From an optimization exercise on the open Yosys and OpenROAD flow, aimed at small area and a short achievable clock period; shortcuts taken in it are not production practice.
Function not checked in this run: the RTL went through the layout flow alone.
Power and IR drop assume default switching activity.

### run.sh
#!/bin/bash
# synth_recipe.tcl (not shown) runs the flow's synth.tcl, then flattens the netlist and writes it again
# the make line also repeats each setting of config.mk as NAME=value (left out here)
make -C /OpenROAD-flow-scripts/flow DESIGN_CONFIG=/design/flow/config.mk WORK_HOME=/design/flow/orfs CLKGATE_MAP_FILE= SYNTH_SCRIPT=/design/flow/synth_recipe.tcl finish
### config.mk
export PLATFORM = sky130hd
export DESIGN_NAME = fc2
export DESIGN_NICKNAME = fc2
export VERILOG_FILES = /design/flow/design.v
export SDC_FILE = /design/flow/constraint.sdc
export NUM_CORES = 8
export LEC_CHECK = 0
export CAP_MARGIN = 20
export CORE_MARGIN = 2
export CORE_UTILIZATION = 50
export SETUP_SLACK_MARGIN = 4.0
export SLEW_MARGIN = 20
export SYNTH_HIERARCHICAL = 1
### constraint.sdc
create_clock -name core_clock -period 8.0 [get_ports {clk}]
set_input_delay 1.6000 -clock core_clock [delete_from_list [all_inputs] [get_ports {clk}]]
set_output_delay 1.6000 -clock core_clock [all_outputs]
set_load 0.01 [all_outputs]
### design.v
module fc2_column #(
    parameter logic [7:0] BIAS = 8'h00
) (
    input  logic        clk,
    input  logic [7:0]  weight,
    input  logic [12:0] m1, m2, m3, n1, n2,
    input  logic        xmin,
    input  logic        first,
    output logic [17:0] res
);
    localparam logic [23:0] INIT = {{8{BIAS[7]}}, BIAS, 8'h80} + 24'd11534336;
    logic [7:0] w;
    logic [23:0] acc, acc_in, acc_d;    
    logic [1:0] cb, cb_in, cb_d;    
    logic ovf;
    logic sel0_0, sel0_1, sel0_2;
    logic sn1;
    logic sn3;
    logic sn5;
    logic sn7;
    logic sn9;
    logic sn11;
    logic sn13;
    logic sn15;
    logic sn17;
    logic sn19;
    logic sn21;
    logic sn23;
    logic sn25;
    logic pp27;
    logic sel1_0, sel1_1, sel1_2;
    logic sn28;
    logic sn30;
    logic sn32;
    logic sn34;
    logic sn36;
    logic sn38;
    logic sn40;
    logic sn42;
    logic sn44;
    logic sn46;
    logic sn48;
    logic sn50;
    logic sn52;
    logic pp54;
    logic sel2_0, sel2_1, sel2_2;
    logic sn55;
    logic sn57;
    logic sn59;
    logic sn61;
    logic sn63;
    logic sn65;
    logic sn67;
    logic sn69;
    logic sn71;
    logic sn73;
    logic sn75;
    logic sn77;
    logic sn79;
    logic pp81;
    logic sel3_0, sel3_1, sel3_2;
    logic sn82;
    logic sn84;
    logic sn86;
    logic sn88;
    logic sn90;
    logic sn92;
    logic sn94;
    logic sn96;
    logic sn98;
    logic sn100;
    logic sn102;
    logic sn104;
    logic sn106;
    logic pp108;
    logic s109;
    logic c110;
    logic s112;
    logic c113;
    logic s115;
    logic c116;
    logic s118;
    logic c119;
    logic s121;
    logic c122;
    logic s124;
    logic c125;
    logic s127;
    logic c128;
    logic s130;
    logic c131;
    logic s133;
    logic c134;
    logic s136;
    logic c137;
    logic s139;
    logic c140;
    logic s142;
    logic c143;
    logic s145;
    logic c146;
    logic s148;
    logic c149;
    logic s151;
    logic c152;
    logic s154;
    logic c155;
    logic s157;
    logic c158;
    logic s160;
    logic c161;
    logic s163;
    logic c164;
    logic s166;
    logic c167;
    logic s169;
    logic c170;
    logic s172;
    logic c173;
    logic s175;
    logic c176;
    logic s178;
    logic c179;
    logic s181;
    logic c182;
    logic s184;
    logic c185;
    logic s187;
    logic c188;
    logic s190;
    logic c191;
    logic s193;
    logic c194;
    logic s196;
    logic c197;
    logic s199;
    logic c200;
    logic s202;
    logic c203;
    logic s205;
    logic c206;
    logic s208;
    logic c209;
    logic s211;
    logic c212;
    logic s214;
    logic c215;
    logic s217;
    logic c218;
    logic s220;
    logic c221;
    logic s223;
    logic c224;
    logic s226;
    logic c227;
    logic s229;
    logic c230;
    logic s232;
    logic c233;
    logic s235;
    logic c236;
    logic s238;
    logic c239;
    logic s241;
    logic c242;
    logic s244;
    logic c245;
    logic p247;
    logic p248;
    logic p249;
    logic p250;
    logic p251;
    logic p252;
    logic p253;
    logic p254;
    logic p255;
    logic g256;
    logic g257;
    logic g258;
    logic g259;
    logic g260;
    logic g261;
    logic g262;
    logic g263;
    logic g264;
    logic gg265;
    logic pq266;
    logic gg267;
    logic pq268;
    logic gg269;
    logic pq270;
    logic gg271;
    logic pq272;
    logic gg273;
    logic pq274;
    logic gg275;
    logic pq276;
    logic gg277;
    logic pq278;
    logic gg279;
    logic pq280;
    logic gg281;
    logic pq282;
    logic gg283;
    logic pq284;
    logic gg285;
    logic pq286;
    logic gg287;
    logic pq288;
    logic gg289;
    logic pq290;
    logic p291;
    logic p292;
    logic p293;
    logic p294;
    logic p295;
    logic p296;
    logic p297;
    logic p298;
    logic g299;
    logic g300;
    logic g301;
    logic g302;
    logic g303;
    logic g304;
    logic g305;
    logic g306;
    logic gg307;
    logic pq308;
    logic gg309;
    logic pq310;
    logic gg311;
    logic pq312;
    logic gg313;
    logic pq314;
    logic gg315;
    logic pq316;
    logic gg317;
    logic pq318;
    logic gg319;
    logic pq320;
    logic gg321;
    logic pq322;
    logic gg323;
    logic pq324;
    logic gg325;
    logic pq326;
    logic gg327;
    logic pq328;
    logic gg329;
    logic pq330;
    logic p331;
    logic p332;
    logic p333;
    logic p334;
    logic p335;
    logic p336;
    logic p337;
    logic g338;
    logic g339;
    logic g340;
    logic g341;
    logic g342;
    logic g343;
    logic g344;
    logic gg345;
    logic pq346;
    logic gg347;
    logic pq348;
    logic gg349;
    logic pq350;
    logic gg351;
    logic pq352;
    logic gg353;
    logic pq354;
    logic gg355;
    logic pq356;
    logic gg357;
    logic pq358;
    logic gg359;
    logic pq360;
    logic gg361;
    logic pq362;
    assign sel0_0 = ~w[1] & w[0];
    assign sel0_1 = w[1] & ~w[0];
    assign sel0_2 = w[1] & w[0];
    fc2_sel sl2 (.s0(sel0_0), .s1(sel0_1), .s2(sel0_2), .a(m1[0]), .b(m2[0]), .c(m3[0]), .yn(sn1));
    fc2_sel sl4 (.s0(sel0_0), .s1(sel0_1), .s2(sel0_2), .a(m1[1]), .b(m2[1]), .c(m3[1]), .yn(sn3));
    fc2_sel sl6 (.s0(sel0_0), .s1(sel0_1), .s2(sel0_2), .a(m1[2]), .b(m2[2]), .c(m3[2]), .yn(sn5));
    fc2_sel sl8 (.s0(sel0_0), .s1(sel0_1), .s2(sel0_2), .a(m1[3]), .b(m2[3]), .c(m3[3]), .yn(sn7));
    fc2_sel sl10 (.s0(sel0_0), .s1(sel0_1), .s2(sel0_2), .a(m1[4]), .b(m2[4]), .c(m3[4]), .yn(sn9));
    fc2_sel sl12 (.s0(sel0_0), .s1(sel0_1), .s2(sel0_2), .a(m1[5]), .b(m2[5]), .c(m3[5]), .yn(sn11));
    fc2_sel sl14 (.s0(sel0_0), .s1(sel0_1), .s2(sel0_2), .a(m1[6]), .b(m2[6]), .c(m3[6]), .yn(sn13));
    fc2_sel sl16 (.s0(sel0_0), .s1(sel0_1), .s2(sel0_2), .a(m1[7]), .b(m2[7]), .c(m3[7]), .yn(sn15));
    fc2_sel sl18 (.s0(sel0_0), .s1(sel0_1), .s2(sel0_2), .a(m1[8]), .b(m2[8]), .c(m3[8]), .yn(sn17));
    fc2_sel sl20 (.s0(sel0_0), .s1(sel0_1), .s2(sel0_2), .a(m1[9]), .b(m2[9]), .c(m3[9]), .yn(sn19));
    fc2_sel sl22 (.s0(sel0_0), .s1(sel0_1), .s2(sel0_2), .a(m1[10]), .b(m2[10]), .c(m3[10]), .yn(sn21));
    fc2_sel sl24 (.s0(sel0_0), .s1(sel0_1), .s2(sel0_2), .a(m1[11]), .b(m2[11]), .c(m3[11]), .yn(sn23));
    fc2_sel sl26 (.s0(sel0_0), .s1(sel0_1), .s2(sel0_2), .a(m1[12]), .b(m2[12]), .c(m3[12]), .yn(sn25));
    assign pp27 = ~sn25;
    assign sel1_0 = ~w[3] & w[2];
    assign sel1_1 = w[3] & ~w[2];
    assign sel1_2 = w[3] & w[2];
    fc2_sel sl29 (.s0(sel1_0), .s1(sel1_1), .s2(sel1_2), .a(m1[0]), .b(m2[0]), .c(m3[0]), .yn(sn28));
    fc2_sel sl31 (.s0(sel1_0), .s1(sel1_1), .s2(sel1_2), .a(m1[1]), .b(m2[1]), .c(m3[1]), .yn(sn30));
    fc2_sel sl33 (.s0(sel1_0), .s1(sel1_1), .s2(sel1_2), .a(m1[2]), .b(m2[2]), .c(m3[2]), .yn(sn32));
    fc2_sel sl35 (.s0(sel1_0), .s1(sel1_1), .s2(sel1_2), .a(m1[3]), .b(m2[3]), .c(m3[3]), .yn(sn34));
    fc2_sel sl37 (.s0(sel1_0), .s1(sel1_1), .s2(sel1_2), .a(m1[4]), .b(m2[4]), .c(m3[4]), .yn(sn36));
    fc2_sel sl39 (.s0(sel1_0), .s1(sel1_1), .s2(sel1_2), .a(m1[5]), .b(m2[5]), .c(m3[5]), .yn(sn38));
    fc2_sel sl41 (.s0(sel1_0), .s1(sel1_1), .s2(sel1_2), .a(m1[6]), .b(m2[6]), .c(m3[6]), .yn(sn40));
    fc2_sel sl43 (.s0(sel1_0), .s1(sel1_1), .s2(sel1_2), .a(m1[7]), .b(m2[7]), .c(m3[7]), .yn(sn42));
    fc2_sel sl45 (.s0(sel1_0), .s1(sel1_1), .s2(sel1_2), .a(m1[8]), .b(m2[8]), .c(m3[8]), .yn(sn44));
    fc2_sel sl47 (.s0(sel1_0), .s1(sel1_1), .s2(sel1_2), .a(m1[9]), .b(m2[9]), .c(m3[9]), .yn(sn46));
    fc2_sel sl49 (.s0(sel1_0), .s1(sel1_1), .s2(sel1_2), .a(m1[10]), .b(m2[10]), .c(m3[10]), .yn(sn48));
    fc2_sel sl51 (.s0(sel1_0), .s1(sel1_1), .s2(sel1_2), .a(m1[11]), .b(m2[11]), .c(m3[11]), .yn(sn50));
    fc2_sel sl53 (.s0(sel1_0), .s1(sel1_1), .s2(sel1_2), .a(m1[12]), .b(m2[12]), .c(m3[12]), .yn(sn52));
    assign pp54 = ~sn52;
    assign sel2_0 = ~w[5] & w[4];
    assign sel2_1 = w[5] & ~w[4];
    assign sel2_2 = w[5] & w[4];
    fc2_sel sl56 (.s0(sel2_0), .s1(sel2_1), .s2(sel2_2), .a(m1[0]), .b(m2[0]), .c(m3[0]), .yn(sn55));
    fc2_sel sl58 (.s0(sel2_0), .s1(sel2_1), .s2(sel2_2), .a(m1[1]), .b(m2[1]), .c(m3[1]), .yn(sn57));
    fc2_sel sl60 (.s0(sel2_0), .s1(sel2_1), .s2(sel2_2), .a(m1[2]), .b(m2[2]), .c(m3[2]), .yn(sn59));
    fc2_sel sl62 (.s0(sel2_0), .s1(sel2_1), .s2(sel2_2), .a(m1[3]), .b(m2[3]), .c(m3[3]), .yn(sn61));
    fc2_sel sl64 (.s0(sel2_0), .s1(sel2_1), .s2(sel2_2), .a(m1[4]), .b(m2[4]), .c(m3[4]), .yn(sn63));
    fc2_sel sl66 (.s0(sel2_0), .s1(sel2_1), .s2(sel2_2), .a(m1[5]), .b(m2[5]), .c(m3[5]), .yn(sn65));
    fc2_sel sl68 (.s0(sel2_0), .s1(sel2_1), .s2(sel2_2), .a(m1[6]), .b(m2[6]), .c(m3[6]), .yn(sn67));
    fc2_sel sl70 (.s0(sel2_0), .s1(sel2_1), .s2(sel2_2), .a(m1[7]), .b(m2[7]), .c(m3[7]), .yn(sn69));
    fc2_sel sl72 (.s0(sel2_0), .s1(sel2_1), .s2(sel2_2), .a(m1[8]), .b(m2[8]), .c(m3[8]), .yn(sn71));
    fc2_sel sl74 (.s0(sel2_0), .s1(sel2_1), .s2(sel2_2), .a(m1[9]), .b(m2[9]), .c(m3[9]), .yn(sn73));
    fc2_sel sl76 (.s0(sel2_0), .s1(sel2_1), .s2(sel2_2), .a(m1[10]), .b(m2[10]), .c(m3[10]), .yn(sn75));
    fc2_sel sl78 (.s0(sel2_0), .s1(sel2_1), .s2(sel2_2), .a(m1[11]), .b(m2[11]), .c(m3[11]), .yn(sn77));
    fc2_sel sl80 (.s0(sel2_0), .s1(sel2_1), .s2(sel2_2), .a(m1[12]), .b(m2[12]), .c(m3[12]), .yn(sn79));
    assign pp81 = ~sn79;
    assign sel3_0 = ~w[7] & w[6];
    assign sel3_1 = w[7] & ~w[6];
    assign sel3_2 = w[7] & w[6];
    fc2_sel sl83 (.s0(sel3_0), .s1(sel3_1), .s2(sel3_2), .a(m1[0]), .b(n2[0]), .c(n1[0]), .yn(sn82));
    fc2_sel sl85 (.s0(sel3_0), .s1(sel3_1), .s2(sel3_2), .a(m1[1]), .b(n2[1]), .c(n1[1]), .yn(sn84));
    fc2_sel sl87 (.s0(sel3_0), .s1(sel3_1), .s2(sel3_2), .a(m1[2]), .b(n2[2]), .c(n1[2]), .yn(sn86));
    fc2_sel sl89 (.s0(sel3_0), .s1(sel3_1), .s2(sel3_2), .a(m1[3]), .b(n2[3]), .c(n1[3]), .yn(sn88));
    fc2_sel sl91 (.s0(sel3_0), .s1(sel3_1), .s2(sel3_2), .a(m1[4]), .b(n2[4]), .c(n1[4]), .yn(sn90));
    fc2_sel sl93 (.s0(sel3_0), .s1(sel3_1), .s2(sel3_2), .a(m1[5]), .b(n2[5]), .c(n1[5]), .yn(sn92));
    fc2_sel sl95 (.s0(sel3_0), .s1(sel3_1), .s2(sel3_2), .a(m1[6]), .b(n2[6]), .c(n1[6]), .yn(sn94));
    fc2_sel sl97 (.s0(sel3_0), .s1(sel3_1), .s2(sel3_2), .a(m1[7]), .b(n2[7]), .c(n1[7]), .yn(sn96));
    fc2_sel sl99 (.s0(sel3_0), .s1(sel3_1), .s2(sel3_2), .a(m1[8]), .b(n2[8]), .c(n1[8]), .yn(sn98));
    fc2_sel sl101 (.s0(sel3_0), .s1(sel3_1), .s2(sel3_2), .a(m1[9]), .b(n2[9]), .c(n1[9]), .yn(sn100));
    fc2_sel sl103 (.s0(sel3_0), .s1(sel3_1), .s2(sel3_2), .a(m1[10]), .b(n2[10]), .c(n1[10]), .yn(sn102));
    fc2_sel sl105 (.s0(sel3_0), .s1(sel3_1), .s2(sel3_2), .a(m1[11]), .b(n2[11]), .c(n1[11]), .yn(sn104));
    fc2_sel sl107 (.s0(sel3_0), .s1(sel3_1), .s2(sel3_2), .a(m1[12]), .b(n2[12]), .c(n1[12]), .yn(sn106));
    assign pp108 = ~sn106;
    assign ovf = xmin & (w == 8'h80);
    assign acc_in = first ? ~INIT : acc;
    assign cb_in = first ? ~2'd0 : cb;
    fc2_xnor hx111 (.a(acc_in[6]), .b(sn13), .y(s109));
    fc2_or ho111 (.a(acc_in[6]), .b(sn13), .y(c110));
    fc2_fa fa114 (.a(acc_in[7]), .b(sn15), .c(sn38), .s(s112), .co(c113));
    fc2_fa fa117 (.a(acc_in[8]), .b(sn17), .c(sn40), .s(s115), .co(c116));
    fc2_fa fa120 (.a(acc_in[9]), .b(cb_in[0]), .c(sn19), .s(s118), .co(c119));
    fc2_xnor hx123 (.a(sn42), .b(sn65), .y(s121));
    fc2_or ho123 (.a(sn42), .b(sn65), .y(c122));
    fc2_fa fa126 (.a(acc_in[10]), .b(sn21), .c(sn44), .s(s124), .co(c125));
    fc2_xnor hx129 (.a(sn67), .b(sn90), .y(s127));
    fc2_or ho129 (.a(sn67), .b(sn90), .y(c128));
    fc2_fa fa132 (.a(acc_in[11]), .b(sn23), .c(sn46), .s(s130), .co(c131));
    fc2_xnor hx135 (.a(sn69), .b(sn92), .y(s133));
    fc2_or ho135 (.a(sn69), .b(sn92), .y(c134));
    fc2_fa fa138 (.a(acc_in[12]), .b(pp27), .c(sn48), .s(s136), .co(c137));
    fc2_xnor hx141 (.a(sn71), .b(sn94), .y(s139));
    fc2_or ho141 (.a(sn71), .b(sn94), .y(c140));
    fc2_fa fa144 (.a(acc_in[13]), .b(sn50), .c(sn73), .s(s142), .co(c143));
    fc2_xnor hx147 (.a(acc_in[14]), .b(pp54), .y(s145));
    fc2_or ho147 (.a(acc_in[14]), .b(pp54), .y(c146));
    fc2_xnor hx150 (.a(acc_in[4]), .b(sn9), .y(s148));
    fc2_or ho150 (.a(acc_in[4]), .b(sn9), .y(c149));
    fc2_fa fa153 (.a(acc_in[5]), .b(sn11), .c(sn34), .s(s151), .co(c152));
    fc2_fa fa156 (.a(sn36), .b(sn59), .c(sn82), .s(s154), .co(c155));
    fc2_fa fa159 (.a(sn61), .b(sn84), .c(c110), .s(s157), .co(c158));
    fc2_fa fa162 (.a(sn63), .b(sn86), .c(c113), .s(s160), .co(c161));
    fc2_fa fa165 (.a(sn88), .b(s121), .c(c116), .s(s163), .co(c164));
    fc2_fa fa168 (.a(c122), .b(s127), .c(c119), .s(s166), .co(c167));
    fc2_fa fa171 (.a(c128), .b(s133), .c(c125), .s(s169), .co(c170));
    fc2_fa fa174 (.a(c134), .b(s139), .c(c131), .s(s172), .co(c173));
    fc2_fa fa177 (.a(sn96), .b(c140), .c(c137), .s(s175), .co(c176));
    fc2_fa fa180 (.a(sn75), .b(sn98), .c(s145), .s(s178), .co(c179));
    fc2_fa fa183 (.a(acc_in[15]), .b(sn77), .c(sn100), .s(s181), .co(c182));
    fc2_xnor hx186 (.a(acc_in[16]), .b(pp81), .y(s184));
    fc2_or ho186 (.a(acc_in[16]), .b(pp81), .y(c185));
    fc2_xnor hx189 (.a(acc_in[17]), .b(cb_in[1]), .y(s187));
    fc2_or ho189 (.a(acc_in[17]), .b(cb_in[1]), .y(c188));
    fc2_xnor hx192 (.a(acc_in[18]), .b(pp108), .y(s190));
    fc2_or ho192 (.a(acc_in[18]), .b(pp108), .y(c191));
    fc2_xnor hx195 (.a(acc_in[2]), .b(sn5), .y(s193));
    fc2_or ho195 (.a(acc_in[2]), .b(sn5), .y(c194));
    fc2_fa fa198 (.a(acc_in[3]), .b(sn7), .c(sn30), .s(s196), .co(c197));
    fc2_fa fa201 (.a(sn32), .b(sn55), .c(s148), .s(s199), .co(c200));
    fc2_fa fa204 (.a(sn57), .b(c149), .c(s151), .s(s202), .co(c203));
    fc2_fa fa207 (.a(s109), .b(c152), .c(s154), .s(s205), .co(c206));
    fc2_fa fa210 (.a(c155), .b(s112), .c(s157), .s(s208), .co(c209));
    fc2_fa fa213 (.a(s115), .b(c158), .c(s160), .s(s211), .co(c212));
    fc2_fa fa216 (.a(s118), .b(c161), .c(s163), .s(s214), .co(c215));
    fc2_fa fa219 (.a(s124), .b(c164), .c(s166), .s(s217), .co(c218));
    fc2_fa fa222 (.a(s130), .b(c167), .c(s169), .s(s220), .co(c221));
    fc2_fa fa225 (.a(s136), .b(c170), .c(s172), .s(s223), .co(c224));
    fc2_fa fa228 (.a(s142), .b(c173), .c(s175), .s(s226), .co(c227));
    fc2_fa fa231 (.a(c143), .b(s178), .c(c176), .s(s229), .co(c230));
    fc2_fa fa234 (.a(c146), .b(s181), .c(c179), .s(s232), .co(c233));
    fc2_fa fa237 (.a(sn102), .b(s184), .c(c182), .s(s235), .co(c236));
    fc2_fa fa240 (.a(sn104), .b(s187), .c(c185), .s(s238), .co(c239));
    fc2_fa fa243 (.a(c188), .b(~(~ovf)), .c(s190), .s(s241), .co(c242));
    fc2_xnor hx246 (.a(acc_in[19]), .b(c191), .y(s244));
    fc2_or ho246 (.a(acc_in[19]), .b(c191), .y(c245));
    assign p247 = acc_in[0] ^ sn1;
    assign p248 = acc_in[1] ^ sn3;
    assign p249 = sn28 ^ s193;
    assign p250 = c194 ^ s196;
    assign p251 = c197 ^ s199;
    assign p252 = c200 ^ s202;
    assign p253 = c203 ^ s205;
    assign p254 = c206 ^ s208;
    assign p255 = c209 ^ s211;
    assign g256 = acc_in[0] | sn1;
    assign g257 = acc_in[1] & sn3;
    assign g258 = sn28 & s193;
    assign g259 = c194 & s196;
    assign g260 = c197 & s199;
    assign g261 = c200 & s202;
    assign g262 = c203 & s205;
    assign g263 = c206 & s208;
    assign g264 = c209 & s211;
    assign gg265 = g257 | (p248 & g256);
    assign pq266 = p248 & p247;
    assign gg267 = g259 | (p250 & g258);
    assign pq268 = p250 & p249;
    assign gg269 = g261 | (p252 & g260);
    assign pq270 = p252 & p251;
    assign gg271 = g263 | (p254 & g262);
    assign pq272 = p254 & p253;
    assign gg273 = g258 | (p249 & gg265);
    assign pq274 = p249 & pq266;
    assign gg275 = gg267 | (pq268 & gg265);
    assign pq276 = pq268 & pq266;
    assign gg277 = g262 | (p253 & gg269);
    assign pq278 = p253 & pq270;
    assign gg279 = gg271 | (pq272 & gg269);
    assign pq280 = pq272 & pq270;
    assign gg281 = g260 | (p251 & gg275);
    assign pq282 = p251 & pq276;
    assign gg283 = gg269 | (pq270 & gg275);
    assign pq284 = pq270 & pq276;
    assign gg285 = gg277 | (pq278 & gg275);
    assign pq286 = pq278 & pq276;
    assign gg287 = gg279 | (pq280 & gg275);
    assign pq288 = pq280 & pq276;
    assign gg289 = g264 | (p255 & gg287);
    assign pq290 = p255 & pq288;
    assign p291 = c212 ^ s214;
    assign p292 = c215 ^ s217;
    assign p293 = c218 ^ s220;
    assign p294 = c221 ^ s223;
    assign p295 = c224 ^ s226;
    assign p296 = c227 ^ s229;
    assign p297 = c230 ^ s232;
    assign p298 = c233 ^ s235;
    assign g299 = c212 | s214;
    assign g300 = c215 & s217;
    assign g301 = c218 & s220;
    assign g302 = c221 & s223;
    assign g303 = c224 & s226;
    assign g304 = c227 & s229;
    assign g305 = c230 & s232;
    assign g306 = c233 & s235;
    assign gg307 = g300 | (p292 & g299);
    assign pq308 = p292 & p291;
    assign gg309 = g302 | (p294 & g301);
    assign pq310 = p294 & p293;
    assign gg311 = g304 | (p296 & g303);
    assign pq312 = p296 & p295;
    assign gg313 = g306 | (p298 & g305);
    assign pq314 = p298 & p297;
    assign gg315 = g301 | (p293 & gg307);
    assign pq316 = p293 & pq308;
    assign gg317 = gg309 | (pq310 & gg307);
    assign pq318 = pq310 & pq308;
    assign gg319 = g305 | (p297 & gg311);
    assign pq320 = p297 & pq312;
    assign gg321 = gg313 | (pq314 & gg311);
    assign pq322 = pq314 & pq312;
    assign gg323 = g303 | (p295 & gg317);
    assign pq324 = p295 & pq318;
    assign gg325 = gg311 | (pq312 & gg317);
    assign pq326 = pq312 & pq318;
    assign gg327 = gg319 | (pq320 & gg317);
    assign pq328 = pq320 & pq318;
    assign gg329 = gg321 | (pq322 & gg317);
    assign pq330 = pq322 & pq318;
    assign p331 = c236 ^ s238;
    assign p332 = c239 ^ s241;
    assign p333 = c242 ^ s244;
    assign p334 = acc_in[20] ^ c245;
    assign p335 = acc_in[21] ^ 1'b1;
    assign p336 = acc_in[22] ^ 1'b1;
    assign p337 = acc_in[23] ^ 1'b1;
    assign g338 = c236 | s238;
    assign g339 = c239 & s241;
    assign g340 = c242 & s244;
    assign g341 = acc_in[20] & c245;
    assign g342 = acc_in[21] & 1'b1;
    assign g343 = acc_in[22] & 1'b1;
    assign g344 = acc_in[23] & 1'b1;
    assign gg345 = g339 | (p332 & g338);
    assign pq346 = p332 & p331;
    assign gg347 = g341 | (p334 & g340);
    assign pq348 = p334 & p333;
    assign gg349 = g343 | (p336 & g342);
    assign pq350 = p336 & p335;
    assign gg351 = g340 | (p333 & gg345);
    assign pq352 = p333 & pq346;
    assign gg353 = gg347 | (pq348 & gg345);
    assign pq354 = pq348 & pq346;
    assign gg355 = g344 | (p337 & gg349);
    assign pq356 = p337 & pq350;
    assign gg357 = g342 | (p335 & gg353);
    assign pq358 = p335 & pq354;
    assign gg359 = gg349 | (pq350 & gg353);
    assign pq360 = pq350 & pq354;
    assign gg361 = gg355 | (pq356 & gg353);
    assign pq362 = pq356 & pq354;
    assign acc_d = {p337 ^ gg359, p336 ^ gg357, p335 ^ gg353, p334 ^ gg351, p333 ^ gg345, p332 ^ g338, ~p331, p298 ^ gg327, p297 ^ gg325, p296 ^ gg323, p295 ^ gg317, p294 ^ gg315, p293 ^ gg307, p292 ^ g299, ~p291, p255 ^ gg287, p254 ^ gg285, p253 ^ gg283, p252 ^ gg281, p251 ^ gg275, p250 ^ gg273, p249 ^ gg265, p248 ^ g256, ~p247};
    assign cb_d = {gg329, gg289};
    always_ff @(posedge clk) begin
        w <= weight;
        acc <= acc_d;
        cb <= cb_d;
    end
    assign res = {acc[23:9], cb, ~acc[8] & ~(&acc[7:0])};
endmodule
module fc2_fa (
    input  logic a, b, c,
    output logic s, co
);
    assign s = a ^ b ^ c;
    assign co = (a & b) | (c & (a ^ b));
endmodule
module fc2_ha (
    input  logic a, b,
    output logic s, co
);
    assign s = a ^ b;
    assign co = a & b;
endmodule
module fc2_sel (
    input  logic s0, s1, s2, a, b, c,
    output logic yn
);
    assign yn = ~((s0 & a) | (s1 & b) | (s2 & c));
endmodule
module fc2_xnor (
    input  logic a, b,
    output logic y
);
    assign y = ~(a ^ b);
endmodule
module fc2_or (
    input  logic a, b,
    output logic y
);
    assign y = a | b;
endmodule
module fc2 (
    input clk,
    input rst_n,
    input logic [511:0] weight ,
    input  logic [10:0] in_data,
    input in_valid,
    output logic out_valid,
    output logic [15:0] sum
);
localparam logic [511:0] BIAS_FLAT = {
    8'h24, 8'h0E, 8'h01, 8'h02, 8'h1F, 8'h12, 8'hFE, 8'hEF,
    8'h1A, 8'hE5, 8'h08, 8'h19, 8'h3E, 8'hD0, 8'h25, 8'h07,
    8'h12, 8'hF0, 8'hBC, 8'hF6, 8'hFF, 8'h06, 8'hF7, 8'hFD,
    8'h0E, 8'h01, 8'hD4, 8'hE7, 8'hF4, 8'hE0, 8'hD1, 8'h3E,
    8'h09, 8'h20, 8'hC6, 8'hFA, 8'hFD, 8'h17, 8'hF4, 8'hF0,
    8'h12, 8'h17, 8'hF3, 8'h12, 8'h01, 8'h12, 8'h01, 8'h19,
    8'h23, 8'hB9, 8'hFB, 8'h12, 8'hD8, 8'hB2, 8'h19, 8'hE9,
    8'hE9, 8'h16, 8'h11, 8'hC5, 8'h1C, 8'h01, 8'h26, 8'hD8
};
logic       run, primed;
logic [7:0] ph, ph_n;
logic       load;
assign ph_n = (run || in_valid) ? ph + 8'd1 : ph;
always_ff @(posedge clk or negedge rst_n) begin
    if (!rst_n) begin
        run <= 1'b0;
        ph <= 8'd255;
        load <= 1'b0;
        primed <= 1'b0;
        out_valid <= 1'b0;
    end else begin
        if (in_valid) run <= 1'b1;
        ph <= ph_n;
        load <= (ph_n == 8'd0);
        if (run && ph == 8'd255) primed <= 1'b1;
        out_valid <= primed && (ph >= 8'd5) && (ph <= 8'd68);
    end
end
logic [12:0] xe, x1, x3, xn1;
logic        xmin;
assign xe = {{2{in_data[10]}}, in_data};
always_ff @(posedge clk) begin
    x1 <= xe;
    x3 <= xe + {xe[11:0], 1'b0};
    xn1 <= -xe;
    xmin <= (in_data == 11'h400);
end
logic [17:0] res [0:63];
genvar i;
generate
    for (i = 0; i < 64; i = i + 1) begin : col
        fc2_column #(.BIAS(BIAS_FLAT[(63-i)*8 +: 8])) fc (
            .clk(clk),
            .weight(weight[8*i +: 8]),
            .m1(x1),
            .m2({x1[11:0], 1'b0}),
            .m3(x3),
            .n1(xn1),
            .n2({xn1[11:0], 1'b0}),
            .xmin(xmin),
            .first(load),
            .res(res[i])
        );
    end
endgenerate
logic [17:0] sr [1:68];
logic [15:0] sr0;
logic [14:0] hi, t;
logic [1:0] cbt;
assign hi = ~sr[1][17:3];
assign cbt = ~sr[1][2:1];
assign t = hi + ({14'd0, cbt[0]} << 0) + ({14'd0, cbt[1]} << 8);
always_ff @(posedge clk) begin
    for (int k = 1; k < 5; k = k + 1) sr[k] <= sr[k+1];
    for (int k = 5; k < 68; k = k + 1) sr[k] <= load ? res[k-5] : sr[k+1];
    sr[68] <= load ? res[63] : 18'd0;
    sr0 <= {t, sr[1][0]};
end
assign sum = sr0;
endmodule
==> summary.txt <==
modules after synthesis, one instance, submodules excluded, a selection:
module	cells	times used	flip-flops and latches	area (um2)
fc2_xnor	1	768	0	8.76
fc2	2747	1	1286	40700
fc2_fa	1	2176	0	20.0
fc2_or	1	768	0	6.26
fc2_sel	1	3328	0	10.0
synth_stat cells (all sizes together), types with 218 or more instances:
cell type	number	area, um2
dfxtp	3450	69100
a222oi	3328	33300
fa	2753	55100
inv	1884	7070
or2	1662	10400
ha	1178	14700
mux2	1134	12800
xnor2	1126	9860
buf	1081	7890
nor2b	980	6130
nor2	470	1760
a21oi	443	2220
a21o	323	2420
xor2	320	2800
and2	274	1710
nand2b	245	1530
nand2	218	818
routing by layer:
layer  up-vias  routed length (um)
met5         -                 507
met4        46               71000
li1      85400                   -
met3      3113              120000
met1     99500              339000
met2     14100              413000
flip-flops by register name (all words and copies together) (netlist names), 10 cells and up:
| register | count |
|---|---|
| col.fc.cb | 128 |
| col.fc.w | 512 |
| col.fc.acc | 1536 |
| sr0 | 16 |
| sr | 1224 |
| xn1 | 13 |
| x3 | 10 |
| x1 | 10 |
stage by stage:
| stage | TNS, ns | util [%] | power [uW] | cells |
|---|---|---|---|---|
| after global routing | 0 | 60.7 | 189000 | 30700 |
| after CTS | 0 | 58.0 | 159000 | 30100 |
| after global placement | 0 | 52.5 | 126000 | 28800 |
| final | 0 | 60.8 | 174000 | 30800 |
| after floorplan | -2418.03 | - | 110000 | 22300 |
| after detailed placement | 0 | 52.5 | 129000 | 28800 |
layout make-up:
class,instances,area [um2]
clock inverter,228,3190
antenna,98,245
sequential,3462,69500
timing repair buffer,2220,28000
tap,6655,8330
multi-input combinational,15700,174000
fill,40100,195000
clock buffer,519,11300
inverter,1884,7110
worst paths after layout:
kind | slack (ns) | to | depth (start not counted) | from
worst max-delay path | 3.51 | col[35].fc.acc[14] | 15 | load
worst min-delay path | 0.32 | sr0[0] | 0 | sr[1][0]
worst max register to register | 3.51 | col[35].fc.acc[14] | 15 | load
worst min register to register | 0.32 | sr0[0] | 0 | sr[1][0]
max in group asynchronous | 6.31 | load | 1 | rst_n
min in group asynchronous | 1.06 | out_valid | 1 | rst_n
timing repair:
| action | 4_1_cts | 5_1_grt |
|---|---|---|
| gates resized for setup | 1225 | 1811 |
| buffers inserted | 424 | 477 |
| pin swaps | 399 | 1555 |
| gates cloned | 119 | 101 |
| endpoints found under the setup margin | 1038 | 751 |
layout by cell type (no fill, tap or decap), types with 64 or more instances in the layout:
cell | Yosys | final
mux2_2 | 1134 | 1134
inv_2 | 0 | 164
nand2_1 | 218 | 217
buf_16 | 0 | 164
ha_1 | 1178 | 929
and2_1 | 274 | 257
clkbuf_8 | 0 | 65
fa_1 | 2753 | 2141
inv_1 | 1884 | 1703
buf_6 | 0 | 171
a21oi_1 | 443 | 240
conb_1 | 1 | 256
nor2b_1 | 980 | 757
or2_4 | 0 | 297
a21o_1 | 323 | 321
ha_4 | 0 | 183
fa_2 | 0 | 612
diode_2 | 0 | 98
xnor2_1 | 1126 | 1059
o211ai_1 | 128 | 128
nand4_1 | 130 | 130
dfxtp_1 | 3450 | 3408
a2111oi_4 | 64 | 64
buf_12 | 0 | 200
or2_1 | 770 | 743
clkdlybuf4s50_1 | 0 | 542
clkbuf_16 | 0 | 503
xnor2_2 | 0 | 64
buf_4 | 989 | 928
a21oi_2 | 0 | 199
nor4b_1 | 117 | 110
a222oi_1 | 3328 | 3328
nor2b_2 | 0 | 179
xor2_1 | 320 | 320
or2_2 | 892 | 622
ha_2 | 0 | 66
nor2_1 | 470 | 459
nand2b_1 | 245 | 192
nand3_1 | 70 | 64
cell families after synthesis:
group	Yosys count	synth area share [%]
and+or+nand+nor	4324	10.3
other	1	0.00151
buffers and inverters	3102	6.22
adders and majority gates	3931	28.1
muxes	1145	5.18
DFF	3462	27.9
xor gates and xnor gates	1446	5.09
AOI/OAI and AO/OA	4611	17.2
power breakdown:
part / leakage, uW / switching [uW] / internal, uW / total, uW
clock network: 0.00705 / 8300 / 12000 / 20300
logic: 0.0829 / 61800 / 59800 / 122000
registers: 0.0291 / 4580 / 27400 / 32000
==> impl_metrics.csv <==
group,metric,value,unit
outcome,outcome,"complete, no violations",
hold_path,hold_path.class,"reg2reg",
detailed_routing,vias,202000,
sta,rsz0062_at_grt,"yes",
logic_synthesis,async_reset_ff_share,0.347,%
global_routing,grt_pass1_vias,200000,
clocking,clockBufferDepth,4,
place,io_buffers,542,
sta,tightest_slew,1.23,ns
sta,min_period_over_period,56.1,%
logic_synthesis,ys.flop_type,"dfxtp_1",
global_routing,gr-usage-met3,9.43,%
power,ir_drop,392,uV
place,globalplace.congestion,0.888,
logic_synthesis,synth_area,0.249,mm2
detailed_routing,drtPass1Iterations,19,
worst_setup_path,path_delay_family,"adder cells",
sta,hold_viol,0,
worst_setup_path,crit_buf_inv,6,
worst_setup_path,critPathMaxStageDelay,0.58,ns
sta,fin_skew,0.0702,ns
sta,fin_ws,3.51,ns
logic_synthesis,synth-edff-count,0,
global_routing,busiest_layer,"met2",
worst_setup_path,worstPathArrival,5.41,ns
worst_setup_path,critPathRequiredTime,8.92,ns
logic_synthesis,synth_cell_types,52,
sta,slew_headroom,17.0,%
logic_synthesis,syn_avg_cell_area,11.3,um2
global_routing,grt_usage,34.6,%
place,post-place-ws,2.76,ns
power,power.density,576,mW/mm2
detailed_routing,wl,943000,um
place,post_dp_cell_area,0.261,mm2
detailed_routing,wire_per_inst,30.6,um
clocking,clock_latency,1.06,ns
power,p_leak,0.119,uW
logic_synthesis,ys_ff_latch,3462,
detailed_routing,postRouteAntennaNets,0,
place,dp.final_hpwl,526000,um
logic_synthesis,ys_seq_area_share,27.9,%
detailed_routing,avgViaCountPerCell,6.57,
sta,fin_crit,4.49,ns
worst_setup_path,crit_chain,"buf_12 > clkbuf_16 > buf_8 > buf_6 > buf_8 > buf_16 > or2_4 > fa_2 > fa_1 > fa_1 > fa_2 > a21o_1 > a21o_1 > fa_2 > xor2_1",
clocking,htreeDepth,5,
layout,syn_to_final_growth,21.3,%
clocking,hold_buffers,0,
global_routing,grt_pass1_wl,1310000,um
global_routing,antenna_found_initial,97,
floorplanning,start_util,50.1,%
layout,nets,28100,
global_routing,met2_usage,53.2,%
clocking,clkTransAtPathRegs,0.06,ns
worst_setup_path,start_kind,"register",
worst_setup_path,crit_type,"reg2reg",
clocking,cts_tree,"built",
clocking,cts_buffers,403,
global_routing,grt-ovfl-total,0,
sta,setup_viol,0,
sta,drv_slew,0,
global_routing,grt_max_degree,154,
layout,fin_area,0.302,mm2
floorplanning,dieArea,0.503,mm2
detailed_routing,dr.first_iter.drc_count,41700,
worst_setup_path,critPathSlowestCell,"dfrtp_4",
floorplanning,pin_count,543,
floorplanning,dieWidth,709,um
worst_setup_path,cp-end-kind,"register",
layout,drive_gt1_share,26.6,%
global_routing,grtUsageMet1,43.3,%
sta,whs,0.316,ns
worst_setup_path,crit_top_cell,"fa_2",
worst_setup_path,cp_max_fo,7,
logic_synthesis,yosysWarnings,55,
sta,max_freq,223,MHz
clocking,clock-sinks,3462,
logic_synthesis,syn_inst,22000,
floorplanning,num_rows,259,
detailed_routing,drc,0,
floorplanning,die_h,709,um
clocking,cts_root_buf,"clkbuf_16",
floorplanning,coreArea,0.496,mm2
run,cap_violations,0,

-- afterwards: timing with drivers on the ports --
The results above use ideal ports. As a check the final layout listed here was re-extracted and re-timed, cells and wires unchanged.
Step 1: set_driving_cell puts a clkbuf_16 on clk and a buf_2 on each other input, an assumption about the parent block.
Step 2 times the ports against the registers' clock, not the clock port: input delays grow and output delays shrink by t, the midpoint of the rising clock arrivals with the driver on.
Three values: ideal, step 1, step 2; two values: the first two.
t, ns: 1.155
slack for setup (ns): 3.509 / 3.509 / 3.509
worst register clock-pin slew, ns: 0.07 / 0.07
worst slew at a driven data input, ns: 0.34
pins driven straight from the clock port: 1
After both steps setup and hold are still met in this run. For this run, drivers alone change the setup slack by 0.000 ns; drivers and shift together by 0.000 ns.
